Context: an optimization exercise on an open-source flow, tuned for small area, a short achievable clock period and few clock cycles per item. The choices shown serve that exercise and are no tape-out recipe.
Only simulation tests tie the RTL to the original design; equivalence was not proved.

### flow/design.v
module mul16(input [15:0] a, input [15:0] b, input [17:0] b3, output [15:0] hi);
	wire [16:0] b2 = {b, 1'b0};
	wire d0_1 = a[1:0] == 2'd1;
	wire d0_2 = a[1:0] == 2'd2;
	wire d0_3 = a[1:0] == 2'd3;
	wire pp1 = (d0_1 & b[0]) | (d0_2 & b2[0]) | (d0_3 & b3[0]);
	wire pp2 = (d0_1 & b[1]) | (d0_2 & b2[1]) | (d0_3 & b3[1]);
	wire pp3 = (d0_1 & b[2]) | (d0_2 & b2[2]) | (d0_3 & b3[2]);
	wire pp4 = (d0_1 & b[3]) | (d0_2 & b2[3]) | (d0_3 & b3[3]);
	wire pp5 = (d0_1 & b[4]) | (d0_2 & b2[4]) | (d0_3 & b3[4]);
	wire pp6 = (d0_1 & b[5]) | (d0_2 & b2[5]) | (d0_3 & b3[5]);
	wire pp7 = (d0_1 & b[6]) | (d0_2 & b2[6]) | (d0_3 & b3[6]);
	wire pp8 = (d0_1 & b[7]) | (d0_2 & b2[7]) | (d0_3 & b3[7]);
	wire pp9 = (d0_1 & b[8]) | (d0_2 & b2[8]) | (d0_3 & b3[8]);
	wire pp10 = (d0_1 & b[9]) | (d0_2 & b2[9]) | (d0_3 & b3[9]);
	wire pp11 = (d0_1 & b[10]) | (d0_2 & b2[10]) | (d0_3 & b3[10]);
	wire pp12 = (d0_1 & b[11]) | (d0_2 & b2[11]) | (d0_3 & b3[11]);
	wire pp13 = (d0_1 & b[12]) | (d0_2 & b2[12]) | (d0_3 & b3[12]);
	wire pp14 = (d0_1 & b[13]) | (d0_2 & b2[13]) | (d0_3 & b3[13]);
	wire pp15 = (d0_1 & b[14]) | (d0_2 & b2[14]) | (d0_3 & b3[14]);
	wire pp16 = (d0_1 & b[15]) | (d0_2 & b2[15]) | (d0_3 & b3[15]);
	wire pp17 = (d0_2 & b2[16]) | (d0_3 & b3[16]);
	wire pp18 = (d0_3 & b3[17]);
	wire d1_1 = a[3:2] == 2'd1;
	wire d1_2 = a[3:2] == 2'd2;
	wire d1_3 = a[3:2] == 2'd3;
	wire pp19 = (d1_1 & b[0]) | (d1_2 & b2[0]) | (d1_3 & b3[0]);
	wire pp20 = (d1_1 & b[1]) | (d1_2 & b2[1]) | (d1_3 & b3[1]);
	wire pp21 = (d1_1 & b[2]) | (d1_2 & b2[2]) | (d1_3 & b3[2]);
	wire pp22 = (d1_1 & b[3]) | (d1_2 & b2[3]) | (d1_3 & b3[3]);
	wire pp23 = (d1_1 & b[4]) | (d1_2 & b2[4]) | (d1_3 & b3[4]);
	wire pp24 = (d1_1 & b[5]) | (d1_2 & b2[5]) | (d1_3 & b3[5]);
	wire pp25 = (d1_1 & b[6]) | (d1_2 & b2[6]) | (d1_3 & b3[6]);
	wire pp26 = (d1_1 & b[7]) | (d1_2 & b2[7]) | (d1_3 & b3[7]);
	wire pp27 = (d1_1 & b[8]) | (d1_2 & b2[8]) | (d1_3 & b3[8]);
	wire pp28 = (d1_1 & b[9]) | (d1_2 & b2[9]) | (d1_3 & b3[9]);
	wire pp29 = (d1_1 & b[10]) | (d1_2 & b2[10]) | (d1_3 & b3[10]);
	wire pp30 = (d1_1 & b[11]) | (d1_2 & b2[11]) | (d1_3 & b3[11]);
	wire pp31 = (d1_1 & b[12]) | (d1_2 & b2[12]) | (d1_3 & b3[12]);
	wire pp32 = (d1_1 & b[13]) | (d1_2 & b2[13]) | (d1_3 & b3[13]);
	wire pp33 = (d1_1 & b[14]) | (d1_2 & b2[14]) | (d1_3 & b3[14]);
	wire pp34 = (d1_1 & b[15]) | (d1_2 & b2[15]) | (d1_3 & b3[15]);
	wire pp35 = (d1_2 & b2[16]) | (d1_3 & b3[16]);
	wire pp36 = (d1_3 & b3[17]);
	wire d2_1 = a[5:4] == 2'd1;
	wire d2_2 = a[5:4] == 2'd2;
	wire d2_3 = a[5:4] == 2'd3;
	wire pp37 = (d2_1 & b[0]) | (d2_2 & b2[0]) | (d2_3 & b3[0]);
	wire pp38 = (d2_1 & b[1]) | (d2_2 & b2[1]) | (d2_3 & b3[1]);
	wire pp39 = (d2_1 & b[2]) | (d2_2 & b2[2]) | (d2_3 & b3[2]);
	wire pp40 = (d2_1 & b[3]) | (d2_2 & b2[3]) | (d2_3 & b3[3]);
	wire pp41 = (d2_1 & b[4]) | (d2_2 & b2[4]) | (d2_3 & b3[4]);
	wire pp42 = (d2_1 & b[5]) | (d2_2 & b2[5]) | (d2_3 & b3[5]);
	wire pp43 = (d2_1 & b[6]) | (d2_2 & b2[6]) | (d2_3 & b3[6]);
	wire pp44 = (d2_1 & b[7]) | (d2_2 & b2[7]) | (d2_3 & b3[7]);
	wire pp45 = (d2_1 & b[8]) | (d2_2 & b2[8]) | (d2_3 & b3[8]);
	wire pp46 = (d2_1 & b[9]) | (d2_2 & b2[9]) | (d2_3 & b3[9]);
	wire pp47 = (d2_1 & b[10]) | (d2_2 & b2[10]) | (d2_3 & b3[10]);
	wire pp48 = (d2_1 & b[11]) | (d2_2 & b2[11]) | (d2_3 & b3[11]);
	wire pp49 = (d2_1 & b[12]) | (d2_2 & b2[12]) | (d2_3 & b3[12]);
	wire pp50 = (d2_1 & b[13]) | (d2_2 & b2[13]) | (d2_3 & b3[13]);
	wire pp51 = (d2_1 & b[14]) | (d2_2 & b2[14]) | (d2_3 & b3[14]);
	wire pp52 = (d2_1 & b[15]) | (d2_2 & b2[15]) | (d2_3 & b3[15]);
	wire pp53 = (d2_2 & b2[16]) | (d2_3 & b3[16]);
	wire pp54 = (d2_3 & b3[17]);
	wire d3_1 = a[7:6] == 2'd1;
	wire d3_2 = a[7:6] == 2'd2;
	wire d3_3 = a[7:6] == 2'd3;
	wire pp55 = (d3_1 & b[0]) | (d3_2 & b2[0]) | (d3_3 & b3[0]);
	wire pp56 = (d3_1 & b[1]) | (d3_2 & b2[1]) | (d3_3 & b3[1]);
	wire pp57 = (d3_1 & b[2]) | (d3_2 & b2[2]) | (d3_3 & b3[2]);
	wire pp58 = (d3_1 & b[3]) | (d3_2 & b2[3]) | (d3_3 & b3[3]);
	wire pp59 = (d3_1 & b[4]) | (d3_2 & b2[4]) | (d3_3 & b3[4]);
	wire pp60 = (d3_1 & b[5]) | (d3_2 & b2[5]) | (d3_3 & b3[5]);
	wire pp61 = (d3_1 & b[6]) | (d3_2 & b2[6]) | (d3_3 & b3[6]);
	wire pp62 = (d3_1 & b[7]) | (d3_2 & b2[7]) | (d3_3 & b3[7]);
	wire pp63 = (d3_1 & b[8]) | (d3_2 & b2[8]) | (d3_3 & b3[8]);
	wire pp64 = (d3_1 & b[9]) | (d3_2 & b2[9]) | (d3_3 & b3[9]);
	wire pp65 = (d3_1 & b[10]) | (d3_2 & b2[10]) | (d3_3 & b3[10]);
	wire pp66 = (d3_1 & b[11]) | (d3_2 & b2[11]) | (d3_3 & b3[11]);
	wire pp67 = (d3_1 & b[12]) | (d3_2 & b2[12]) | (d3_3 & b3[12]);
	wire pp68 = (d3_1 & b[13]) | (d3_2 & b2[13]) | (d3_3 & b3[13]);
	wire pp69 = (d3_1 & b[14]) | (d3_2 & b2[14]) | (d3_3 & b3[14]);
	wire pp70 = (d3_1 & b[15]) | (d3_2 & b2[15]) | (d3_3 & b3[15]);
	wire pp71 = (d3_2 & b2[16]) | (d3_3 & b3[16]);
	wire pp72 = (d3_3 & b3[17]);
	wire d4_1 = a[9:8] == 2'd1;
	wire d4_2 = a[9:8] == 2'd2;
	wire d4_3 = a[9:8] == 2'd3;
	wire pp73 = (d4_1 & b[0]) | (d4_2 & b2[0]) | (d4_3 & b3[0]);
	wire pp74 = (d4_1 & b[1]) | (d4_2 & b2[1]) | (d4_3 & b3[1]);
	wire pp75 = (d4_1 & b[2]) | (d4_2 & b2[2]) | (d4_3 & b3[2]);
	wire pp76 = (d4_1 & b[3]) | (d4_2 & b2[3]) | (d4_3 & b3[3]);
	wire pp77 = (d4_1 & b[4]) | (d4_2 & b2[4]) | (d4_3 & b3[4]);
	wire pp78 = (d4_1 & b[5]) | (d4_2 & b2[5]) | (d4_3 & b3[5]);
	wire pp79 = (d4_1 & b[6]) | (d4_2 & b2[6]) | (d4_3 & b3[6]);
	wire pp80 = (d4_1 & b[7]) | (d4_2 & b2[7]) | (d4_3 & b3[7]);
	wire pp81 = (d4_1 & b[8]) | (d4_2 & b2[8]) | (d4_3 & b3[8]);
	wire pp82 = (d4_1 & b[9]) | (d4_2 & b2[9]) | (d4_3 & b3[9]);
	wire pp83 = (d4_1 & b[10]) | (d4_2 & b2[10]) | (d4_3 & b3[10]);
	wire pp84 = (d4_1 & b[11]) | (d4_2 & b2[11]) | (d4_3 & b3[11]);
	wire pp85 = (d4_1 & b[12]) | (d4_2 & b2[12]) | (d4_3 & b3[12]);
	wire pp86 = (d4_1 & b[13]) | (d4_2 & b2[13]) | (d4_3 & b3[13]);
	wire pp87 = (d4_1 & b[14]) | (d4_2 & b2[14]) | (d4_3 & b3[14]);
	wire pp88 = (d4_1 & b[15]) | (d4_2 & b2[15]) | (d4_3 & b3[15]);
	wire pp89 = (d4_2 & b2[16]) | (d4_3 & b3[16]);
	wire pp90 = (d4_3 & b3[17]);
	wire d5_1 = a[11:10] == 2'd1;
	wire d5_2 = a[11:10] == 2'd2;
	wire d5_3 = a[11:10] == 2'd3;
	wire pp91 = (d5_1 & b[0]) | (d5_2 & b2[0]) | (d5_3 & b3[0]);
	wire pp92 = (d5_1 & b[1]) | (d5_2 & b2[1]) | (d5_3 & b3[1]);
	wire pp93 = (d5_1 & b[2]) | (d5_2 & b2[2]) | (d5_3 & b3[2]);
	wire pp94 = (d5_1 & b[3]) | (d5_2 & b2[3]) | (d5_3 & b3[3]);
	wire pp95 = (d5_1 & b[4]) | (d5_2 & b2[4]) | (d5_3 & b3[4]);
	wire pp96 = (d5_1 & b[5]) | (d5_2 & b2[5]) | (d5_3 & b3[5]);
	wire pp97 = (d5_1 & b[6]) | (d5_2 & b2[6]) | (d5_3 & b3[6]);
	wire pp98 = (d5_1 & b[7]) | (d5_2 & b2[7]) | (d5_3 & b3[7]);
	wire pp99 = (d5_1 & b[8]) | (d5_2 & b2[8]) | (d5_3 & b3[8]);
	wire pp100 = (d5_1 & b[9]) | (d5_2 & b2[9]) | (d5_3 & b3[9]);
	wire pp101 = (d5_1 & b[10]) | (d5_2 & b2[10]) | (d5_3 & b3[10]);
	wire pp102 = (d5_1 & b[11]) | (d5_2 & b2[11]) | (d5_3 & b3[11]);
	wire pp103 = (d5_1 & b[12]) | (d5_2 & b2[12]) | (d5_3 & b3[12]);
	wire pp104 = (d5_1 & b[13]) | (d5_2 & b2[13]) | (d5_3 & b3[13]);
	wire pp105 = (d5_1 & b[14]) | (d5_2 & b2[14]) | (d5_3 & b3[14]);
	wire pp106 = (d5_1 & b[15]) | (d5_2 & b2[15]) | (d5_3 & b3[15]);
	wire pp107 = (d5_2 & b2[16]) | (d5_3 & b3[16]);
	wire pp108 = (d5_3 & b3[17]);
	wire d6_1 = a[13:12] == 2'd1;
	wire d6_2 = a[13:12] == 2'd2;
	wire d6_3 = a[13:12] == 2'd3;
	wire pp109 = (d6_1 & b[0]) | (d6_2 & b2[0]) | (d6_3 & b3[0]);
	wire pp110 = (d6_1 & b[1]) | (d6_2 & b2[1]) | (d6_3 & b3[1]);
	wire pp111 = (d6_1 & b[2]) | (d6_2 & b2[2]) | (d6_3 & b3[2]);
	wire pp112 = (d6_1 & b[3]) | (d6_2 & b2[3]) | (d6_3 & b3[3]);
	wire pp113 = (d6_1 & b[4]) | (d6_2 & b2[4]) | (d6_3 & b3[4]);
	wire pp114 = (d6_1 & b[5]) | (d6_2 & b2[5]) | (d6_3 & b3[5]);
	wire pp115 = (d6_1 & b[6]) | (d6_2 & b2[6]) | (d6_3 & b3[6]);
	wire pp116 = (d6_1 & b[7]) | (d6_2 & b2[7]) | (d6_3 & b3[7]);
	wire pp117 = (d6_1 & b[8]) | (d6_2 & b2[8]) | (d6_3 & b3[8]);
	wire pp118 = (d6_1 & b[9]) | (d6_2 & b2[9]) | (d6_3 & b3[9]);
	wire pp119 = (d6_1 & b[10]) | (d6_2 & b2[10]) | (d6_3 & b3[10]);
	wire pp120 = (d6_1 & b[11]) | (d6_2 & b2[11]) | (d6_3 & b3[11]);
	wire pp121 = (d6_1 & b[12]) | (d6_2 & b2[12]) | (d6_3 & b3[12]);
	wire pp122 = (d6_1 & b[13]) | (d6_2 & b2[13]) | (d6_3 & b3[13]);
	wire pp123 = (d6_1 & b[14]) | (d6_2 & b2[14]) | (d6_3 & b3[14]);
	wire pp124 = (d6_1 & b[15]) | (d6_2 & b2[15]) | (d6_3 & b3[15]);
	wire pp125 = (d6_2 & b2[16]) | (d6_3 & b3[16]);
	wire pp126 = (d6_3 & b3[17]);
	wire d7_1 = a[15:14] == 2'd1;
	wire d7_2 = a[15:14] == 2'd2;
	wire d7_3 = a[15:14] == 2'd3;
	wire pp127 = (d7_1 & b[0]) | (d7_2 & b2[0]) | (d7_3 & b3[0]);
	wire pp128 = (d7_1 & b[1]) | (d7_2 & b2[1]) | (d7_3 & b3[1]);
	wire pp129 = (d7_1 & b[2]) | (d7_2 & b2[2]) | (d7_3 & b3[2]);
	wire pp130 = (d7_1 & b[3]) | (d7_2 & b2[3]) | (d7_3 & b3[3]);
	wire pp131 = (d7_1 & b[4]) | (d7_2 & b2[4]) | (d7_3 & b3[4]);
	wire pp132 = (d7_1 & b[5]) | (d7_2 & b2[5]) | (d7_3 & b3[5]);
	wire pp133 = (d7_1 & b[6]) | (d7_2 & b2[6]) | (d7_3 & b3[6]);
	wire pp134 = (d7_1 & b[7]) | (d7_2 & b2[7]) | (d7_3 & b3[7]);
	wire pp135 = (d7_1 & b[8]) | (d7_2 & b2[8]) | (d7_3 & b3[8]);
	wire pp136 = (d7_1 & b[9]) | (d7_2 & b2[9]) | (d7_3 & b3[9]);
	wire pp137 = (d7_1 & b[10]) | (d7_2 & b2[10]) | (d7_3 & b3[10]);
	wire pp138 = (d7_1 & b[11]) | (d7_2 & b2[11]) | (d7_3 & b3[11]);
	wire pp139 = (d7_1 & b[12]) | (d7_2 & b2[12]) | (d7_3 & b3[12]);
	wire pp140 = (d7_1 & b[13]) | (d7_2 & b2[13]) | (d7_3 & b3[13]);
	wire pp141 = (d7_1 & b[14]) | (d7_2 & b2[14]) | (d7_3 & b3[14]);
	wire pp142 = (d7_1 & b[15]) | (d7_2 & b2[15]) | (d7_3 & b3[15]);
	wire pp143 = (d7_2 & b2[16]) | (d7_3 & b3[16]);
	wire pp144 = (d7_3 & b3[17]);
	wire s145 = pp13 ^ pp29;
	wire c146 = pp13 & pp29;
	wire s147 = pp14 ^ pp30 ^ pp46;
	wire c148 = (pp14 & pp30) | (pp14 & pp46) | (pp30 & pp46);
	wire s149 = pp15 ^ pp31 ^ pp47;
	wire c150 = (pp15 & pp31) | (pp15 & pp47) | (pp31 & pp47);
	wire s151 = pp63 ^ pp79;
	wire c152 = pp63 & pp79;
	wire s153 = pp16 ^ pp32 ^ pp48;
	wire c154 = (pp16 & pp32) | (pp16 & pp48) | (pp32 & pp48);
	wire s155 = pp64 ^ pp80 ^ pp96;
	wire c156 = (pp64 & pp80) | (pp64 & pp96) | (pp80 & pp96);
	wire s157 = pp17 ^ pp33 ^ pp49;
	wire c158 = (pp17 & pp33) | (pp17 & pp49) | (pp33 & pp49);
	wire s159 = pp65 ^ pp81 ^ pp97;
	wire c160 = (pp65 & pp81) | (pp65 & pp97) | (pp81 & pp97);
	wire s161 = pp18 ^ pp34 ^ pp50;
	wire c162 = (pp18 & pp34) | (pp18 & pp50) | (pp34 & pp50);
	wire s163 = pp66 ^ pp82 ^ pp98;
	wire c164 = (pp66 & pp82) | (pp66 & pp98) | (pp82 & pp98);
	wire s165 = pp35 ^ pp51 ^ pp67;
	wire c166 = (pp35 & pp51) | (pp35 & pp67) | (pp51 & pp67);
	wire s167 = pp83 ^ pp99;
	wire c168 = pp83 & pp99;
	wire s169 = pp36 ^ pp52 ^ pp68;
	wire c170 = (pp36 & pp52) | (pp36 & pp68) | (pp52 & pp68);
	wire s171 = pp84 ^ pp100;
	wire c172 = pp84 & pp100;
	wire s173 = pp53 ^ pp69 ^ pp85;
	wire c174 = (pp53 & pp69) | (pp53 & pp85) | (pp69 & pp85);
	wire s175 = pp54 ^ pp70;
	wire c176 = pp54 & pp70;
	wire s177 = pp9 ^ pp25;
	wire c178 = pp9 & pp25;
	wire s179 = pp10 ^ pp26 ^ pp42;
	wire c180 = (pp10 & pp26) | (pp10 & pp42) | (pp26 & pp42);
	wire s181 = pp11 ^ pp27 ^ pp43;
	wire c182 = (pp11 & pp27) | (pp11 & pp43) | (pp27 & pp43);
	wire s183 = pp59 ^ pp75;
	wire c184 = pp59 & pp75;
	wire s185 = pp12 ^ pp28 ^ pp44;
	wire c186 = (pp12 & pp28) | (pp12 & pp44) | (pp28 & pp44);
	wire s187 = pp60 ^ pp76 ^ pp92;
	wire c188 = (pp60 & pp76) | (pp60 & pp92) | (pp76 & pp92);
	wire s189 = s145 ^ pp45 ^ pp61;
	wire c190 = (s145 & pp45) | (s145 & pp61) | (pp45 & pp61);
	wire s191 = pp77 ^ pp93 ^ pp109;
	wire c192 = (pp77 & pp93) | (pp77 & pp109) | (pp93 & pp109);
	wire s193 = c146 ^ s147 ^ pp62;
	wire c194 = (c146 & s147) | (c146 & pp62) | (s147 & pp62);
	wire s195 = pp78 ^ pp94 ^ pp110;
	wire c196 = (pp78 & pp94) | (pp78 & pp110) | (pp94 & pp110);
	wire s197 = c148 ^ s149 ^ s151;
	wire c198 = (c148 & s149) | (c148 & s151) | (s149 & s151);
	wire s199 = pp95 ^ pp111 ^ pp127;
	wire c200 = (pp95 & pp111) | (pp95 & pp127) | (pp111 & pp127);
	wire s201 = c150 ^ c152 ^ s153;
	wire c202 = (c150 & c152) | (c150 & s153) | (c152 & s153);
	wire s203 = s155 ^ pp112 ^ pp128;
	wire c204 = (s155 & pp112) | (s155 & pp128) | (pp112 & pp128);
	wire s205 = c154 ^ c156 ^ s157;
	wire c206 = (c154 & c156) | (c154 & s157) | (c156 & s157);
	wire s207 = s159 ^ pp113 ^ pp129;
	wire c208 = (s159 & pp113) | (s159 & pp129) | (pp113 & pp129);
	wire s209 = c158 ^ c160 ^ s161;
	wire c210 = (c158 & c160) | (c158 & s161) | (c160 & s161);
	wire s211 = s163 ^ pp114 ^ pp130;
	wire c212 = (s163 & pp114) | (s163 & pp130) | (pp114 & pp130);
	wire s213 = c162 ^ c164 ^ s165;
	wire c214 = (c162 & c164) | (c162 & s165) | (c164 & s165);
	wire s215 = s167 ^ pp115 ^ pp131;
	wire c216 = (s167 & pp115) | (s167 & pp131) | (pp115 & pp131);
	wire s217 = c166 ^ c168 ^ s169;
	wire c218 = (c166 & c168) | (c166 & s169) | (c168 & s169);
	wire s219 = s171 ^ pp116 ^ pp132;
	wire c220 = (s171 & pp116) | (s171 & pp132) | (pp116 & pp132);
	wire s221 = c170 ^ c172 ^ s173;
	wire c222 = (c170 & c172) | (c170 & s173) | (c172 & s173);
	wire s223 = pp101 ^ pp117 ^ pp133;
	wire c224 = (pp101 & pp117) | (pp101 & pp133) | (pp117 & pp133);
	wire s225 = c174 ^ s175 ^ pp86;
	wire c226 = (c174 & s175) | (c174 & pp86) | (s175 & pp86);
	wire s227 = pp102 ^ pp118 ^ pp134;
	wire c228 = (pp102 & pp118) | (pp102 & pp134) | (pp118 & pp134);
	wire s229 = c176 ^ pp71 ^ pp87;
	wire c230 = (c176 & pp71) | (c176 & pp87) | (pp71 & pp87);
	wire s231 = pp103 ^ pp119 ^ pp135;
	wire c232 = (pp103 & pp119) | (pp103 & pp135) | (pp119 & pp135);
	wire s233 = pp72 ^ pp88 ^ pp104;
	wire c234 = (pp72 & pp88) | (pp72 & pp104) | (pp88 & pp104);
	wire s235 = pp120 ^ pp136;
	wire c236 = pp120 & pp136;
	wire s237 = pp89 ^ pp105 ^ pp121;
	wire c238 = (pp89 & pp105) | (pp89 & pp121) | (pp105 & pp121);
	wire s239 = pp90 ^ pp106;
	wire c240 = pp90 & pp106;
	wire s241 = pp7 ^ pp23;
	wire c242 = pp7 & pp23;
	wire s243 = pp8 ^ pp24 ^ pp40;
	wire c244 = (pp8 & pp24) | (pp8 & pp40) | (pp24 & pp40);
	wire s245 = s177 ^ pp41 ^ pp57;
	wire c246 = (s177 & pp41) | (s177 & pp57) | (pp41 & pp57);
	wire s247 = c178 ^ s179 ^ pp58;
	wire c248 = (c178 & s179) | (c178 & pp58) | (s179 & pp58);
	wire s249 = c180 ^ s181 ^ s183;
	wire c250 = (c180 & s181) | (c180 & s183) | (s181 & s183);
	wire s251 = c182 ^ c184 ^ s185;
	wire c252 = (c182 & c184) | (c182 & s185) | (c184 & s185);
	wire s253 = c186 ^ c188 ^ s189;
	wire c254 = (c186 & c188) | (c186 & s189) | (c188 & s189);
	wire s255 = c190 ^ c192 ^ s193;
	wire c256 = (c190 & c192) | (c190 & s193) | (c192 & s193);
	wire s257 = c194 ^ c196 ^ s197;
	wire c258 = (c194 & c196) | (c194 & s197) | (c196 & s197);
	wire s259 = c198 ^ c200 ^ s201;
	wire c260 = (c198 & c200) | (c198 & s201) | (c200 & s201);
	wire s261 = c202 ^ c204 ^ s205;
	wire c262 = (c202 & c204) | (c202 & s205) | (c204 & s205);
	wire s263 = c206 ^ c208 ^ s209;
	wire c264 = (c206 & c208) | (c206 & s209) | (c208 & s209);
	wire s265 = c210 ^ c212 ^ s213;
	wire c266 = (c210 & c212) | (c210 & s213) | (c212 & s213);
	wire s267 = c214 ^ c216 ^ s217;
	wire c268 = (c214 & c216) | (c214 & s217) | (c216 & s217);
	wire s269 = c218 ^ c220 ^ s221;
	wire c270 = (c218 & c220) | (c218 & s221) | (c220 & s221);
	wire s271 = c222 ^ c224 ^ s225;
	wire c272 = (c222 & c224) | (c222 & s225) | (c224 & s225);
	wire s273 = c226 ^ c228 ^ s229;
	wire c274 = (c226 & c228) | (c226 & s229) | (c228 & s229);
	wire s275 = c230 ^ c232 ^ s233;
	wire c276 = (c230 & c232) | (c230 & s233) | (c232 & s233);
	wire s277 = c234 ^ c236 ^ s237;
	wire c278 = (c234 & c236) | (c234 & s237) | (c236 & s237);
	wire s279 = c238 ^ s239 ^ pp122;
	wire c280 = (c238 & s239) | (c238 & pp122) | (s239 & pp122);
	wire s281 = c240 ^ pp107 ^ pp123;
	wire c282 = (c240 & pp107) | (c240 & pp123) | (pp107 & pp123);
	wire s283 = pp108 ^ pp124;
	wire c284 = pp108 & pp124;
	wire s285 = pp5 ^ pp21;
	wire c286 = pp5 & pp21;
	wire s287 = pp6 ^ pp22 ^ pp38;
	wire c288 = (pp6 & pp22) | (pp6 & pp38) | (pp22 & pp38);
	wire s289 = s241 ^ pp39 ^ pp55;
	wire c290 = (s241 & pp39) | (s241 & pp55) | (pp39 & pp55);
	wire s291 = c242 ^ s243 ^ pp56;
	wire c292 = (c242 & s243) | (c242 & pp56) | (s243 & pp56);
	wire s293 = c244 ^ s245 ^ pp73;
	wire c294 = (c244 & s245) | (c244 & pp73) | (s245 & pp73);
	wire s295 = c246 ^ s247 ^ pp74;
	wire c296 = (c246 & s247) | (c246 & pp74) | (s247 & pp74);
	wire s297 = c248 ^ s249 ^ pp91;
	wire c298 = (c248 & s249) | (c248 & pp91) | (s249 & pp91);
	wire s299 = c250 ^ s251 ^ s187;
	wire c300 = (c250 & s251) | (c250 & s187) | (s251 & s187);
	wire s301 = c252 ^ s253 ^ s191;
	wire c302 = (c252 & s253) | (c252 & s191) | (s253 & s191);
	wire s303 = c254 ^ s255 ^ s195;
	wire c304 = (c254 & s255) | (c254 & s195) | (s255 & s195);
	wire s305 = c256 ^ s257 ^ s199;
	wire c306 = (c256 & s257) | (c256 & s199) | (s257 & s199);
	wire s307 = c258 ^ s259 ^ s203;
	wire c308 = (c258 & s259) | (c258 & s203) | (s259 & s203);
	wire s309 = c260 ^ s261 ^ s207;
	wire c310 = (c260 & s261) | (c260 & s207) | (s261 & s207);
	wire s311 = c262 ^ s263 ^ s211;
	wire c312 = (c262 & s263) | (c262 & s211) | (s263 & s211);
	wire s313 = c264 ^ s265 ^ s215;
	wire c314 = (c264 & s265) | (c264 & s215) | (s265 & s215);
	wire s315 = c266 ^ s267 ^ s219;
	wire c316 = (c266 & s267) | (c266 & s219) | (s267 & s219);
	wire s317 = c268 ^ s269 ^ s223;
	wire c318 = (c268 & s269) | (c268 & s223) | (s269 & s223);
	wire s319 = c270 ^ s271 ^ s227;
	wire c320 = (c270 & s271) | (c270 & s227) | (s271 & s227);
	wire s321 = c272 ^ s273 ^ s231;
	wire c322 = (c272 & s273) | (c272 & s231) | (s273 & s231);
	wire s323 = c274 ^ s275 ^ s235;
	wire c324 = (c274 & s275) | (c274 & s235) | (s275 & s235);
	wire s325 = c276 ^ s277 ^ pp137;
	wire c326 = (c276 & s277) | (c276 & pp137) | (s277 & pp137);
	wire s327 = c278 ^ s279 ^ pp138;
	wire c328 = (c278 & s279) | (c278 & pp138) | (s279 & pp138);
	wire s329 = c280 ^ s281 ^ pp139;
	wire c330 = (c280 & s281) | (c280 & pp139) | (s281 & pp139);
	wire s331 = c282 ^ s283 ^ pp140;
	wire c332 = (c282 & s283) | (c282 & pp140) | (s283 & pp140);
	wire s333 = c284 ^ pp125 ^ pp141;
	wire c334 = (c284 & pp125) | (c284 & pp141) | (pp125 & pp141);
	wire s335 = pp126 ^ pp142;
	wire c336 = pp126 & pp142;
	wire [31:0] ra = {pp144, c336, c334, c332, c330, c328, c326, c324, c322, c320, c318, c316, c314, c312, c310, c308, c306, c304, c302, c300, c298, c296, c294, c292, c290, c288, c286, s285, pp4, pp3, pp2, pp1};
	wire [31:0] rb = {1'b0, pp143, s335, s333, s331, s329, s327, s325, s323, s321, s319, s317, s315, s313, s311, s309, s307, s305, s303, s301, s299, s297, s295, s293, s291, s289, s287, pp37, pp20, pp19, 1'b0, 1'b0};
	wire [31:0] p = ra + rb;
	assign hi = p[31:16];
endmodule
module exponential(input clk, rst, start, input [15:0] _x, output done,
                   output [1:0] intpart, output [15:0] fracpart);
	reg [3:0] st;           
	reg idle;               
	reg sh1, sh2, term;     
	reg [15:0] b, t;
	reg [17:0] b3;          
	reg [17:0] r;
	wire go = idle & start;
	wire [3:0] nst = go ? 4'd1 : (idle | st == 4'd9) ? 4'd0 : st + 4'd1;
	always @(posedge clk or posedge rst) begin
		if (rst) begin
			st   <= 4'd0;
			idle <= 1'b1;
		end else begin
			st   <= nst;
			idle <= (nst == 4'd0);
		end
	end
	always @(posedge clk) begin
		sh1  <= (nst == 4'd1);                                
		sh2  <= (nst == 4'd4);                                
		term <= (nst == 4'd1) | (nst == 4'd2) | (nst == 4'd4) |
		        (nst == 4'd5) | (nst == 4'd7) | (nst == 4'd9);  
	end
	reg [15:0] bn;
	always @(*) begin
		case (nst)
			4'd3:    bn = 16'h5555;
			4'd6:    bn = 16'h3333;
			4'd8:    bn = 16'h2AAA;
			default: bn = _x;
		endcase
	end
	reg [17:0] bn3;
	always @(*) begin
		case (nst)
			4'd3:    bn3 = 18'h0FFFF;    
			4'd6:    bn3 = 18'h09999;    
			4'd8:    bn3 = 18'h07FFE;    
			default: bn3 = {2'b00, _x} + {1'b0, _x, 1'b0};
		endcase
	end
	always @(posedge clk)
		b3 <= bn3;
	wire [15:0] ph;                      
	mul16 mul(.a(t), .b(b), .b3(b3), .hi(ph));
	wire [15:0] tn = sh1 ? {1'b0,  ph[15:1]} :
	                 sh2 ? {2'b00, ph[15:2]} : ph;
	wire [15:0] t1 = (_x[15:1] == 15'd0) ? 16'd0 : _x - 16'd2;
	wire [6:0] u6 = t[6:0];
	reg [3:0] t7;
	always @(*) begin
		if (u6 >= 7'd85) t7 = 4'd12;
		else if (u6 >= 7'd78) t7 = 4'd11;
		else if (u6 >= 7'd71) t7 = 4'd10;
		else if (u6 >= 7'd64) t7 = 4'd9;
		else if (u6 >= 7'd57) t7 = 4'd8;
		else if (u6 >= 7'd50) t7 = 4'd7;
		else if (u6 >= 7'd43) t7 = 4'd6;
		else if (u6 >= 7'd36) t7 = 4'd5;
		else if (u6 >= 7'd29) t7 = 4'd4;
		else if (u6 >= 7'd22) t7 = 4'd3;
		else if (u6 >= 7'd15) t7 = 4'd2;
		else if (u6 >= 7'd8) t7 = 4'd1;
		else t7 = 4'd0;
	end
	reg t8;                 
	always @(*) begin
		case (t7)
			4'd9:    t8 = b >= 16'd58255;
			4'd10:   t8 = b >= 16'd52429;
			4'd11:   t8 = b >= 16'd47663;
			4'd12:   t8 = b >= 16'd43691;
			4'd13:   t8 = b >= 16'd40330;
			4'd14:   t8 = b >= 16'd37450;
			4'd15:   t8 = b >= 16'd34953;
			default: t8 = 1'b0;
		endcase
	end
	always @(posedge clk) begin
		if (go) begin
			b <= bn;
			t <= t1;
			r <= 18'h0FFFF;
		end else if (!idle) begin
			b <= bn;
			t <= tn;
			if (term)
				r <= r + {2'b00, t};
		end
	end
	wire [4:0]  lo = {1'b0, r[3:0]} + {1'b0, t7} + {4'd0, t8};
	wire [13:0] hi = lo[4] ? r[17:4] + 14'd1 : r[17:4];
	assign done = idle;
	assign {intpart, fracpart} = {hi, lo[3:0]};
endmodule
### flow/run.sh
#!/bin/bash
# synth_recipe.tcl (not shown) runs the flow's synth.tcl, then flattens the netlist and writes it again
# the make line also repeats each setting of config.mk as NAME=value (left out here)
make -C /OpenROAD-flow-scripts/flow DESIGN_CONFIG=/design/flow/config.mk WORK_HOME=/design/flow/orfs CLKGATE_MAP_FILE= SYNTH_SCRIPT=/design/flow/synth_recipe.tcl finish
### flow/config.mk
export PLATFORM = sky130hd
export DESIGN_NAME = exponential
export DESIGN_NICKNAME = exponential
export VERILOG_FILES = /design/flow/design.v
export SDC_FILE = /design/flow/constraint.sdc
export NUM_CORES = 4
export LEC_CHECK = 0
export CAP_MARGIN = 20
export CORE_MARGIN = 2
export CORE_UTILIZATION = 40
export PLACE_DENSITY = 0.6
export SLEW_MARGIN = 20
### flow/constraint.sdc
create_clock -name core_clock -period 9.0 [get_ports {clk}]
set_input_delay 1.8000 -clock core_clock [delete_from_list [all_inputs] [get_ports {clk}]]
set_output_delay 1.8000 -clock core_clock [all_outputs]
set_load 0.01 [all_outputs]
==> flow_metrics.env, run 1 <==
export IMPL_dieArea_sq_um=30800
export IMPL_synth_seq_cells=76
export IMPL_antenna_found_initial=0
export IMPL_ys_warn_count=1
export IMPL_timing_final_crit_share=0.764
export IMPL_layout_drive_gt1_share=0.118
export IMPL_period_needed_ns=6.88
export IMPL_whs_ns=0.537
export IMPL_clk_pin_slew_ns=0.06
export IMPL_synth_edf_count=32
export IMPL_cts_resized=0
export IMPL_r2r_end="t[12]"
export IMPL_coreArea_sq_um=28900
export IMPL_synthTopCellsByCount="inv_1 (166), nand2_1 (112), mux2_2 (95), ha_1 (93), fa_1 (87)"
export IMPL_netlist_cell_type_count=76
export IMPL_crit_path_end_kind="output pin"
export IMPL_synthArstFlopShare=0.0658
export IMPL_yosysMostFrequentCell="inv_1"
export IMPL_hold_violations=0
export IMPL_syn_area_sq_um=11800
export IMPL_htreeDepth=3
export IMPL_worstPathMaxFanout=42
export IMPL_r2r_start="t[9]"
export IMPL_cts_tree="yes"
export IMPL_start_util=0.408
export IMPL_clock_latency_ns=0.35
export IMPL_ys_top_cells_by_area="fa_1 (15%), ha_1 (9.9%), mux2_2 (9.1%)"
export IMPL_critPathLaunchType="flop"
export IMPL_cts_buffers=9
export IMPL_dieHeight_um=176
export IMPL_worstMarginPinSlew_ns=1.12
export IMPL_grt_pass1_wl_um=58600
export IMPL_final_max_slew_viol_count=0
export IMPL_grt_remaining_overflow=0
export IMPL_rr_worst_depth=21
export IMPL_rsz0062_at_grt="no"
export IMPL_hp_start="r[17]"
export IMPL_drt_iter0_drc=1110
export IMPL_min_to="r[17]"
export IMPL_rrSetupSlack_ns=2.19
export IMPL_n_fill_cell=2921
export IMPL_final_nets=1584
export IMPL_yosys_area_top_type="fa_1"
export IMPL_setup_tns_final_ns=0
export IMPL_status="no timing/DRC/antenna violations"
export IMPL_drtPass1Iterations=5
export IMPL_syn_nets=1593
export IMPL_cap_violations=0
export IMPL_area_growth_syn_to_layout_pct=9.12
export IMPL_cts_buffer_depth=2
export IMPL_wl_per_cell_um=21.0
export IMPL_yosys_area_top_type_share=0.148
export IMPL_holdPathStages=2
export IMPL_dominantRegCellSynth="dfxtp_1"
export IMPL_track_usage=0.245
export IMPL_antenna_cells=0
export IMPL_hpwlAfterDp_um=27100
export IMPL_fp_dieW_um=176
export IMPL_finClkSkew_ns=0.00765
export IMPL_io_pin_count=38
export IMPL_grt_pass1_vias=10200
export IMPL_critPathKind="flop to output pin"
export IMPL_post_cts_buffers=0
export IMPL_wirelength_um=37300
export IMPL_ant_nets=0
export IMPL_vias_per_cell=5.92
export IMPL_arrival_ns=5.08
export IMPL_yosysSeqAreaShare=0.159
export IMPL_vias=10500
export IMPL_hold_class="flop to flop"
export IMPL_postSynthAreaPerCell_sq_um=8.45
export IMPL_syn_inst=1394
export IMPL_crit_required_ns=7.20
export IMPL_setup_violations=0
export IMPL_grt_max_degree=43
export IMPL_relSlewSlack=0.253
export IMPL_postCtsHoldBufs=0
export IMPL_drc=0
export IMPL_fmaxAchievable_mhz=145
export IMPL_clkSinkCount=76
export IMPL_num_rows=62
export IMPL_ctsRootBufferMaster="clkbuf_16"
export IMPL_io_buffers=37
export IMPL_gp_congestion=0.934
-- routing by layer --
metal  wire length (um)  track usage  vias to the layer above
met3               3110       0.0515                       84
met4               1420       0.0950                        0
li1                   -            -                     4870
met5                  0            0                        -
met1              16200        0.331                     5118
met2              16500        0.383                      431
-- cell families after synthesis --
kind of cell / Yosys count / synth area share
and+or+nand+nor: 324 / 0.131
DFF: 76 / 0.159
muxes: 127 / 0.118
adders and majority gates: 180 / 0.247
buffers and inverters: 258 / 0.0829
xor gates and xnor gates: 68 / 0.0506
AOI/OAI and AO/OA: 361 / 0.212
-- worst max path at each step --
stage	startpoint	endpoint	slack, ns	cells past startpoint
3_5_place_dp	t[9]	t[12]	2.29	21
4_1_cts	t[1]	intpart[0]	2.05	16
3_3_place_gp	t[9]	t[14]	2.34	21
5_1_grt	t[1]	intpart[0]	1.60	16
2_1_floorplan	t[1]	t[14]	3.08	22
6_report	t[1]	intpart[0]	2.12	16
-- registers in the layout, summed over array words and instances, names as in the netlist --
signal,count
b3,18
r,18
b,16
t,16
st,4
idle,1
sh1,1
sh2,1
term,1
-- layout make-up --
type                    count  area [sq um]  area share
clock inverters             5          58.8     0.00458
clock buffers              11           254      0.0198
multi-input cells        1060          8930       0.695
inverters                 166           623      0.0485
well taps                 384           480      0.0374
repair buffers             72           633      0.0493
flip-flops and latches     76          1870       0.145
-- cell usage in the layout, fill, tap and decap left out, drive strengths merged, types with 8 or more instances in the layout --
cell type	netlist	layout
a211oi	8	8
a21o	19	19
a21oi	73	73
a22o	63	63
a22oi	33	33
a31oi	10	10
and3	20	20
buf	12	35
clkbuf	80	11
clkdlybuf4s50	0	37
dfxtp	39	39
edfxtp	32	32
fa	87	87
ha	93	93
inv	166	167
mux2	95	95
mux2i	32	32
nand2	112	112
nand2b	9	9
nand3	28	28
nand4	8	8
nor2	70	70
nor2b	27	27
nor3	25	25
o211ai	11	11
o21ai	80	80
o31ai	9	9
xnor2	49	49
xor2	19	19
-- worst max-delay path, stage by stage, from the launching register on --
cell and delay, ns:
edfxtp_1 0.35, buf_4 0.28, and3_1 0.25, o41ai_1 0.62, a21oi_1 0.27, o21ai_0 0.23, o31ai_1 0.11, fa_1 0.42
fa_1 0.41, a21o_1 0.17, a21oi_1 0.35, nor2b_1 0.14, nand3_1 0.22, nor2_1 0.10, nand4_1 0.11, xnor2_1 0.13
clkdlybuf4s50_1 0.56
-- stage by stage --
step	setup slack [ns]	std cells	area, sq um	utilization
global placement	2.34	1757	12500	0.434
finish	2.12	1774	12800	0.445
detailed placement	2.29	1757	12500	0.434
CTS	2.05	1773	12800	0.445
global route	1.60	1774	12800	0.445
floorplan	3.08	1394	11800	-
Testbench counts, summed over its fixed seeds: cycles 12,006, items 1,200.
==> inputs of run 2 (changes only) <==
--- a/flow/config.mk
+++ b/flow/config.mk
@@ -9,4 +9,5 @@
 export CORE_MARGIN = 2
 export CORE_UTILIZATION = 40
 export PLACE_DENSITY = 0.6
+export SETUP_SLACK_MARGIN = 3
 export SLEW_MARGIN = 20
==> flow_metrics.env, run 2 <==
export IMPL_grt_remaining_overflow=0
export IMPL_dieArea_sq_um=30800
export IMPL_ctsRootBufferMaster="clkbuf_16"
export IMPL_area_growth_syn_to_layout_pct=17.2
export IMPL_fmaxAchievable_mhz=170
export IMPL_clk_pin_slew_ns=0.06
export IMPL_netlist_cell_type_count=76
export IMPL_period_needed_ns=5.88
export IMPL_grt_pass1_wl_um=61300
export IMPL_worstPathMaxFanout=29
export IMPL_synthTopCellsByCount="inv_1 (166), nand2_1 (112), mux2_2 (95), ha_1 (93), fa_1 (87)"
export IMPL_post_dp_cell_area_sq_um=12500
export IMPL_holdPathStages=2
export IMPL_relSlewSlack=0.359
export IMPL_antenna_cells=0
export IMPL_wirelength_um=39900
export IMPL_start_util=0.408
export IMPL_clock_latency_ns=0.35
export IMPL_syn_nets=1593
export IMPL_antenna_found_initial=0
export IMPL_hold_violations=0
export IMPL_cts_buffers=9
export IMPL_status="no timing/DRC/antenna violations"
export IMPL_yosys_area_top_type_share=0.148
export IMPL_yosysMostFrequentCell="inv_1"
export IMPL_synth_seq_cells=76
export IMPL_vias_per_cell=5.94
export IMPL_vias=10900
export IMPL_critPathKind="flop to output pin"
export IMPL_finClkSkew_ns=0.00911
export IMPL_track_usage=0.258
export IMPL_grt_max_degree=33
export IMPL_critPathLaunchType="flop"
export IMPL_htreeDepth=3
export IMPL_ys_warn_count=1
export IMPL_whs_ns=0.536
export IMPL_synth_compound_area_frac=0.212
export IMPL_synth_top_family_by_area="adder cells"
export IMPL_worstMarginPinSlew_ns=0.955
export IMPL_rr_worst_depth=19
export IMPL_fp_dieW_um=176
export IMPL_yosysSeqAreaShare=0.159
export IMPL_synth_xor_xnor_area_share=0.0506
export IMPL_setup_tns_final_ns=0
export IMPL_r2r_start="b3[16]"
export IMPL_cts_buffer_depth=2
export IMPL_hold_class="flop to flop"
export IMPL_muxShareOfSynthArea=0.118
export IMPL_num_rows=62
export IMPL_synth_adder_area_share=0.247
export IMPL_ant_nets=0
export IMPL_postCtsHoldBufs=0
export IMPL_yosys_area_share_simple=0.131
export IMPL_io_pin_count=38
export IMPL_synthArstFlopShare=0.0658
export IMPL_hpwlAfterDp_um=27100
export IMPL_arrival_ns=4.08
export IMPL_crit_required_ns=7.20
export IMPL_cts_tree="yes"
export IMPL_final_common_cell="inv_1"
export IMPL_synth_edf_count=32
export IMPL_syn_area_sq_um=11800
export IMPL_reg_top3="b3 x18, r x18"
export IMPL_syn_inst=1394
export IMPL_io_buffers=37
export IMPL_cap_violations=0
export IMPL_final_cell_area_sq_um=13800
export IMPL_drtPass1Iterations=6
export IMPL_dieHeight_um=176
export IMPL_coreArea_sq_um=28900
export IMPL_n_fill_cell=2819
export IMPL_yosys_area_top_type="fa_1"
export IMPL_hp_start="r[17]"
export IMPL_wl_per_cell_um=21.8
export IMPL_final_nets=1642
export IMPL_clkSinkCount=76
export IMPL_drc=0
export IMPL_gp_congestion=0.934
export IMPL_layout_common_cells="inv_1 (162), nand2_1 (112), mux2_2 (95), ha_1 (89), fa_1 (84)"
export IMPL_drt_iter0_drc=995
export IMPL_rsz0062_at_grt="yes"
export IMPL_rrSetupSlack_ns=3.17
export IMPL_dominantRegCellSynth="dfxtp_1"
export IMPL_r2r_end="t[12]"
export IMPL_crit_path_end_kind="output pin"
export IMPL_postSynthAreaPerCell_sq_um=8.45
export IMPL_layout_drive_gt1_share=0.186
export IMPL_final_max_slew_viol_count=0
export IMPL_timing_final_crit_share=0.654
export IMPL_min_to="r[17]"
export IMPL_ys_top_cells_by_area="fa_1 (15%), ha_1 (9.9%), mux2_2 (9.1%)"
export IMPL_setup_violations=0
export IMPL_grt_pass1_vias=10600
run 2: cell counts after synthesis:
No cell type changed its count.
run 2: worst max path at each step:
stage          startpoint      endpoint  slack (ns)  cells after the start
2_1_floorplan        t[1]         t[14]        3.08                     22
3_3_place_gp         t[9]         t[14]        2.34                     21
3_5_place_dp         t[9]         t[12]        2.29                     21
4_1_cts              t[1]  fracpart[10]        3.00                     19
5_1_grt              t[1]  fracpart[10]        2.87                     20
6_report             t[2]  fracpart[10]        3.12                     20
run 2: layer usage:
layer	GRT usage	share of wire	wire length, um	vias to the layer above
li1	-	-	-	4983
met1	0.338	0.41	16500	5298
met2	0.396	0.44	17500	492
met3	0.0714	0.099	3940	111
met4	0.120	0.049	1940	0
met5	0	0	0	-
run 2: logic make-up (layout without fill, tap and decap cells):
family,Yosys count,in the layout
AOI/OAI and AO/OA,361,361
xor gates and xnor gates,68,68
adders and majority gates,180,180
buffers and inverters,258,312
DFF,76,76
muxes,127,127
and+or+nand+nor,324,324
run 2: cell type report:
class	instances	area, sq um	share of cell area
clock buffers	11	254	0.0184
clock inverters	5	58.8	0.00426
inverters	166	638	0.0462
multi-input cells	1060	9140	0.662
flip-flops and latches	76	1870	0.135
well taps	384	480	0.0348
repair buffers	130	1360	0.0985
run 2: worst max-delay path, stage by stage (launching register included):
cell	delay, ns
edfxtp_1	0.40
buf_8	0.21
a21o_1	0.17
a21oi_1	0.13
nor2_1	0.05
nor2_1	0.16
nand2_1	0.08
o21ai_0	0.08
nand2_1	0.08
a21oi_2	0.18
o21ai_2	0.08
o31ai_2	0.24
fa_2	0.26
fa_2	0.21
a21o_1	0.15
a21oi_4	0.08
nor2b_4	0.14
nand3_2	0.16
nor2_2	0.15
xor2_1	0.15
clkdlybuf4s50_1	0.55
run 2: timing repair:
item | CTS | global route
buffers inserted | 36 | 17
gates cloned | 3 | 3
hold endpoints to repair | 0 | 0
pin swaps | 9 | 13
endpoints found under the setup margin | 30 | 30
gates resized for setup | 38 | 64
run 2: stage by stage:
stage,utilization,worst slack (ns),std cells
3_3_place_gp,0.434,2.34,1757
6_report,0.478,3.12,1832
3_5_place_dp,0.434,2.29,1757
4_1_cts,0.463,3.00,1812
2_1_floorplan,-,3.08,1394
5_1_grt,0.478,2.87,1832
==> inputs of run 3 (changes only) <==
--- a/flow/config.mk
+++ b/flow/config.mk
@@ -9,5 +9,5 @@
 export CORE_MARGIN = 2
 export CORE_UTILIZATION = 40
 export PLACE_DENSITY = 0.6
-export SETUP_SLACK_MARGIN = 3
+export SETUP_SLACK_MARGIN = 4
 export SLEW_MARGIN = 20
==> flow_metrics.env, run 3 <==
export IMPL_worstPathMaxFanout=6
export IMPL_dieArea_sq_um=30800
export IMPL_post_dp_cell_area_sq_um=12700
export IMPL_synthTopCellsByCount="inv_1 (166), nand2_1 (112), mux2_2 (95), ha_1 (93), fa_1 (87)"
export IMPL_final_max_slew_viol_count=0
export IMPL_drt_iter0_drc=874
export IMPL_ant_nets=0
export IMPL_track_usage=0.260
export IMPL_drtPass1Iterations=5
export IMPL_syn_nets=1593
export IMPL_synthArstFlopShare=0.0658
export IMPL_ys_top_cells_by_area="fa_1 (15%), ha_1 (9.9%), mux2_2 (9.1%)"
export IMPL_io_pin_count=38
export IMPL_path_cells="buf_6 -> buf_8 -> mux2_4 -> a22oi_2 -> fa_2 -> fa_1 -> inv_1 -> fa_1 -> inv_1 -> fa_1 -> inv_2 -> ha_4 -> a211oi_2 -> o211ai_1 -> a221oi_2 -> nand2_2 -> o211ai_4 -> a21boi_4 -> nor4_2 -> nor3_2 -> xnor2_1 -> o221ai_1"
export IMPL_worstMarginPinSlew_ns=0.834
export IMPL_crit_top_cell="fa_1"
export IMPL_grt_pass1_wl_um=62300
export IMPL_post_layout_nonfiller_instances=1874
export IMPL_holdPathStages=2
export IMPL_fmaxAchievable_mhz=173
export IMPL_r2r_start="t[3]"
export IMPL_yosys_area_top_type="fa_1"
export IMPL_wirelength_um=39600
export IMPL_r2r_end="t[10]"
export IMPL_hold_class="flop to flop"
export IMPL_hold_violations=0
export IMPL_status="no timing/DRC/antenna violations"
export IMPL_fp_dieW_um=176
export IMPL_ctsRootBufferMaster="clkbuf_16"
export IMPL_cts_buffers=9
export IMPL_rsz0062_at_grt="yes"
export IMPL_pre_cts_slack_ns=2.19
export IMPL_grt_remaining_overflow=0
export IMPL_cts_tree="yes"
export IMPL_synth_seq_cells=76
export IMPL_critPathLaunchType="flop"
export IMPL_yosysSeqAreaShare=0.159
export IMPL_area_growth_syn_to_layout_pct=23.3
export IMPL_clkSinkCount=76
export IMPL_netlist_cell_type_count=76
export IMPL_io_buffers=37
export IMPL_start_util=0.408
export IMPL_layout_common_cells="inv_1 (154), nand2_1 (106), mux2_2 (91), buf_4 (89), ha_1 (85)"
export IMPL_vias=11100
export IMPL_relSlewSlack=0.440
export IMPL_timing_final_crit_share=0.641
export IMPL_layout_setup_ws_ns=3.23
export IMPL_setup_tns_final_ns=0
export IMPL_placed_cells=1747
export IMPL_hp_start="r[17]"
export IMPL_arrival_ns=5.83
export IMPL_cpMaxStageDelayCell="fa_2"
export IMPL_dieHeight_um=176
export IMPL_syn_area_sq_um=11800
export IMPL_clk_pin_slew_ns=0.06
export IMPL_cap_violations=0
export IMPL_final_cell_area_sq_um=14500
export IMPL_min_to="r[17]"
export IMPL_crit_path_end_kind="flop"
export IMPL_critPathKind="flop to flop"
export IMPL_rr_worst_depth=22
export IMPL_postSynthAreaPerCell_sq_um=8.45
export IMPL_cts_buffer_depth=2
export IMPL_coreArea_sq_um=28900
export IMPL_grt_max_degree=35
export IMPL_yosys_area_top_type_share=0.148
export IMPL_yosysMostFrequentCell="inv_1"
export IMPL_dominantRegCellSynth="dfxtp_1"
export IMPL_gp_congestion=0.895
export IMPL_antenna_cells=0
export IMPL_htreeDepth=3
export IMPL_finClkSkew_ns=0.00619
export IMPL_final_common_cell="inv_1"
export IMPL_clock_latency_ns=0.34
export IMPL_syn_inst=1394
export IMPL_period_needed_ns=5.77
export IMPL_layout_drive_gt1_share=0.258
export IMPL_grt_pass1_vias=11000
export IMPL_synth_edf_count=32
export IMPL_vias_per_cell=5.93
export IMPL_antenna_found_initial=0
export IMPL_drc=0
export IMPL_num_rows=62
export IMPL_wl_per_cell_um=21.1
export IMPL_cp_slowest_stage_delay_ns=0.52
export IMPL_rrSetupSlack_ns=3.23
export IMPL_final_nets=1684
export IMPL_setup_violations=0
export IMPL_reg_top3="b3 x18, r x18"
export IMPL_ys_warn_count=1
export IMPL_hpwlAfterDp_um=26500
export IMPL_crit_required_ns=9.06
[run 3: cell types whose count changed in the layout (fill, tap and decap cells not counted), sizes merged]
cell	change
clkdlybuf4s50	-9
inv	+2
dlygate4sd2	-2
bufbuf	+1
dlymetal6s2s	-1
buf	+58
clkdlybuf4s15	-1
clkinv	-3
bufinv	-1
clkinvlp	+5
clkbuf	-7
[run 3: worst max-delay path, delay by kind of cell (launching register included)]
| family | cells | cell delay (ns) |
|---|---|---|
| buffers and inverters | 5 | 0.42 |
| xor gates and xnor gates | 1 | 0.28 |
| adders and majority gates | 5 | 2.24 |
| DFF | 1 | 0.37 |
| muxes | 1 | 0.29 |
| and+or+nand+nor | 3 | 0.47 |
| AOI/OAI and AO/OA | 7 | 1.40 |
[run 3: layer usage]
metal / GRT usage / vias up / share of wire
met5: 0 / - / 0
met4: 0.0851 / 0 / 0.032
met3: 0.0680 / 105 / 0.10
met2: 0.407 / 536 / 0.44
met1: 0.350 / 5397 / 0.42
li1: - / 5072 / -
[run 3: worst max path at each step]
stage	from	to	slack (ns)
after floorplan	t[5]	t[13]	3.60
after global placement	t[2]	intpart[0]	2.30
after detailed placement	t[2]	intpart[0]	2.19
after CTS	t[1]	intpart[0]	3.30
after global routing	t[2]	fracpart[15]	3.03
final	t[3]	t[10]	3.23
[run 3: layout make-up]
type / instances / area [sq um]
repair inverters: 2 / 15.0
multi-input cells: 1060 / 9620
inverters: 166 / 634
clock inverters: 6 / 47.5
flip-flops and latches: 76 / 1870
clock buffers: 10 / 229
fillers: 2734 / 14300
well taps: 384 / 480
repair buffers: 170 / 1630
[run 3: metrics by stage]
stage / hold slack, ns / util
after CTS: 0.545 / 0.494
final: 0.538 / 0.503
after global routing: 0.594 / 0.503
after detailed placement: 0.526 / 0.438
after global placement: 0.521 / 0.438
after floorplan: 0.476 / -
[run 3: timing repair]
action | CTS | global route
hold buffers | 0 | 0
buffers inserted | 90 | 15
cloned | 6 | 0
pin swaps | 61 | 45
gates resized for setup | 175 | 47
endpoints found under the setup margin | 34 | 38
[run 3: kinds of logic (layout without fill, tap and decap cells)]
family | after synthesis | count (layout) | synth area share
adder cells (fa/ha/maj) | 180 | 180 | 0.247
multiplexers | 127 | 127 | 0.118
AND/OR/NAND/NOR | 324 | 324 | 0.131
XOR/XNOR | 68 | 68 | 0.0506
AO/OA/AOI/OAI | 361 | 361 | 0.212
buffers and inverters | 258 | 354 | 0.0829
flip-flops | 76 | 76 | 0.159
==> inputs of run 4 (changes only) <==
--- a/flow/config.mk
+++ b/flow/config.mk
@@ -7,7 +7,7 @@
 export LEC_CHECK = 0
 export CAP_MARGIN = 20
 export CORE_MARGIN = 2
-export CORE_UTILIZATION = 40
-export PLACE_DENSITY = 0.6
-export SETUP_SLACK_MARGIN = 4
+export CORE_UTILIZATION = 65
+export PLACE_DENSITY = 0.85
+export SETUP_SLACK_MARGIN = 3
 export SLEW_MARGIN = 20
==> flow_metrics.env, run 4 <==
export IMPL_grt_max_degree=35
export IMPL_n_fill_cell=1117
export IMPL_synthTopCellsByCount="inv_1 (166), nand2_1 (112), mux2_2 (95), ha_1 (93), fa_1 (87)"
export IMPL_final_cell_area_sq_um=13700
export IMPL_wl_per_cell_um=23.8
export IMPL_setup_violations=0
export IMPL_num_rows=49
export IMPL_layout_common_cells="inv_1 (162), nand2_1 (109), mux2_2 (94), ha_1 (89), fa_1 (82)"
export IMPL_postSynthAreaPerCell_sq_um=8.45
export IMPL_cts_buffers=9
export IMPL_status="no timing/DRC/antenna violations"
export IMPL_crit_top_cell="fa_1"
export IMPL_multi_input_area_sq_um=9320
export IMPL_grt_pass1_wl_um=58600
export IMPL_syn_inst=1394
export IMPL_area_growth_syn_to_layout_pct=16.0
export IMPL_ctsRootBufferMaster="clkbuf_16"
export IMPL_htreeDepth=3
export IMPL_cpMaxStageDelayCell="edfxtp_1"
export IMPL_yosys_area_top_type_share=0.148
export IMPL_final_max_slew_viol_count=0
export IMPL_worstMarginPinSlew_ns=0.897
export IMPL_crit_path_end_kind="flop"
export IMPL_drtPass1Iterations=7
export IMPL_dominantRegCellSynth="dfxtp_1"
export IMPL_seq_area_sq_um=1870
export IMPL_io_pin_count=38
export IMPL_crit_required_ns=9.08
export IMPL_antenna_cells=0
export IMPL_cts_buffer_depth=2
export IMPL_timing_final_crit_share=0.715
export IMPL_cp_slowest_stage_delay_ns=0.65
export IMPL_finClkSkew_ns=0.0126
export IMPL_final_common_cell="inv_1"
export IMPL_rsz0062_at_grt="yes"
export IMPL_drt_iter0_drc=1895
export IMPL_vias_per_cell=7.01
export IMPL_yosysMostFrequentCell="inv_1"
export IMPL_netlist_cell_type_count=76
export IMPL_fp_dieW_um=139
export IMPL_final_nets=1642
export IMPL_period_needed_ns=6.43
export IMPL_hold_violations=0
export IMPL_coreArea_sq_um=17800
export IMPL_io_buffers=37
export IMPL_yosysSeqAreaShare=0.159
export IMPL_cts_tree="yes"
export IMPL_clk_pin_slew_ns=0.07
export IMPL_hpwlAfterDp_um=24400
export IMPL_synthArstFlopShare=0.0658
export IMPL_gp_congestion=1.01
export IMPL_clkSinkCount=76
export IMPL_start_util=0.660
export IMPL_critPathKind="flop to flop"
export IMPL_setup_tns_final_ns=0
export IMPL_yosys_area_top_type="fa_1"
export IMPL_ys_warn_count=1
export IMPL_cap_violations=0
export IMPL_arrival_ns=6.52
export IMPL_clock_latency_ns=0.35
export IMPL_ys_top_cells_by_area="fa_1 (15%), ha_1 (9.9%), mux2_2 (9.1%)"
export IMPL_layout_drive_gt1_share=0.202
export IMPL_track_usage=0.380
export IMPL_hp_start="r[17]"
export IMPL_ant_nets=0
export IMPL_antenna_found_initial=2
export IMPL_whs_ns=0.547
export IMPL_reg_top3="b3 x18, r x18"
export IMPL_fmaxAchievable_mhz=155
export IMPL_syn_area_sq_um=11800
export IMPL_drc=0
export IMPL_postCtsHoldBufs=0
export IMPL_wirelength_um=40000
export IMPL_relSlewSlack=0.397
export IMPL_dieArea_sq_um=19200
export IMPL_critPathLaunchType="flop"
export IMPL_hold_class="flop to flop"
export IMPL_synth_seq_cells=76
export IMPL_synth_edf_count=32
export IMPL_post_dp_cell_area_sq_um=12300
export IMPL_dieHeight_um=139
export IMPL_grt_remaining_overflow=0
export IMPL_syn_nets=1593
export IMPL_path_cells="mux2_2 -> a22oi_1 -> fa_1 -> fa_1 -> inv_1 -> fa_1 -> inv_1 -> fa_1 -> inv_1 -> ha_1 -> nand3_2 -> nor4_4 -> o2111ai_2 -> a21oi_2 -> buf_6 -> o211ai_4 -> a21oi_2 -> nor2_2 -> xnor2_2 -> a222oi_1 -> o211ai_1"
export IMPL_cp_startpoint="b[13]"
export IMPL_grt_pass1_vias=11200
export IMPL_vias=11800
export IMPL_worstPathMaxFanout=11
export IMPL_r2r_start="b[13]"
[run 4: cell count changes in the layout (fill, tap and decap cells not counted), sizes merged]
| cell | before | now |
|---|---|---|
| buf | 146 | 93 |
| clkdlybuf4s50 | 18 | 24 |
| clkinvlp | 9 | 3 |
| inv | 165 | 169 |
| clkbuf | 10 | 13 |
| dlymetal6s2s | 2 | 5 |
| bufbuf | 4 | 3 |
| clkdlybuf4s15 | 0 | 1 |
| clkinv | 0 | 1 |
[run 4: path summary, 6_finish.rpt]
check	end	slack, ns	cells after the start
max	t[12]	2.57	21
min	r[17]	0.55	2
max reg2reg	t[12]	2.57	21
min reg2reg	r[17]	0.55	2
max in group asynchronous	idle	7.12	2
min in group asynchronous	st[1]	1.64	2
[run 4: per-stage QoR]
step | setup WS (ns) | util | cells
2_1_floorplan | 3.08 | - | 1394
6_report | 2.57 | 0.766 | 1677
3_3_place_gp | 2.33 | 0.688 | 1595
3_5_place_dp | 2.26 | 0.688 | 1595
5_1_grt | 2.46 | 0.766 | 1677
4_1_cts | 2.95 | 0.737 | 1653
[run 4: logic make-up after synthesis]
logic type                 after synthesis  synth area share
adders and majority gates              180             0.247
and+or+nand+nor                        324             0.131
xor gates and xnor gates                68            0.0506
AOI/OAI and AO/OA                      361             0.212
muxes                                  127             0.118
DFF                                     76             0.159
buffers and inverters                  258            0.0829
[run 4: critical path, delay by kind of cell (launching register included)]
family                     cells  cell delay (ns)
adders and majority gates      5             2.43
and+or+nand+nor                3             0.55
muxes                          1             0.37
DFF                            1             0.65
buffers and inverters          4             0.32
AOI/OAI and AO/OA              7             1.66
xor gates and xnor gates       1             0.17
[run 4: timing repair]
action	in CTS	in global routing
resized for setup	48	100
buffers inserted	37	23
pin swaps	6	36
gates cloned	5	1
endpoints found under the setup margin	30	30
[run 4: metal layers]
metal,wire [um],global-route usage,part of all wire,vias to the layer above
li1,-,-,-,4986
met1,13800,0.480,0.34,5409
met2,17400,0.602,0.43,1038
met3,5710,0.0967,0.14,320
met4,3110,0.204,0.078,0
met5,0,0,0,-
[run 4: layout make-up]
| type | instances | area share |
|---|---|---|
| clock buffer | 10 | 0.0183 |
| clock inverter | 6 | 0.00366 |
| inverter | 166 | 0.0459 |
| multi-input combinational | 1060 | 0.682 |
| sequential | 76 | 0.137 |
| tap | 229 | 0.0210 |
| timing repair buffer | 129 | 0.0917 |
| timing repair inverter | 1 | 0.000550 |

## port drivers added, routing unchanged
The flow's constraints put no driver on any port. The routed layouts listed below were extracted and timed again, unchanged, in two steps. Step 1: set_driving_cell puts a clkbuf_16 on clk and a buf_2 on each other input, an assumption about the parent block. Step 2 moves the port delays by t, midway between the first and last clock arrival at a register: inputs arrive t later, outputs are due t later. That takes back most of the time a late clock gives input paths. Slacks: no drivers / after step 1 / after step 2; pairs: no drivers / after step 1.
run	t, ns	setup WS [ns]	worst setup path after step 2	latest minus earliest clock arrival (ns)	worst register clock-pin slew, ns
run 1	0.385	2.120 / 2.078 / 2.186	register to register	0.008 / 0.009	0.06 / 0.06
run 2	0.385	3.118 / 3.075 / 3.167	register to register	0.009 / 0.009	0.06 / 0.06
run 3	0.376	3.231 / 3.212 / 3.231	register to register	0.006 / 0.006	0.06 / 0.06
run 4	0.386	2.569 / 2.569 / 2.569	register to register	0.013 / 0.013	0.07 / 0.07
After both steps setup and hold are still met in every run listed.
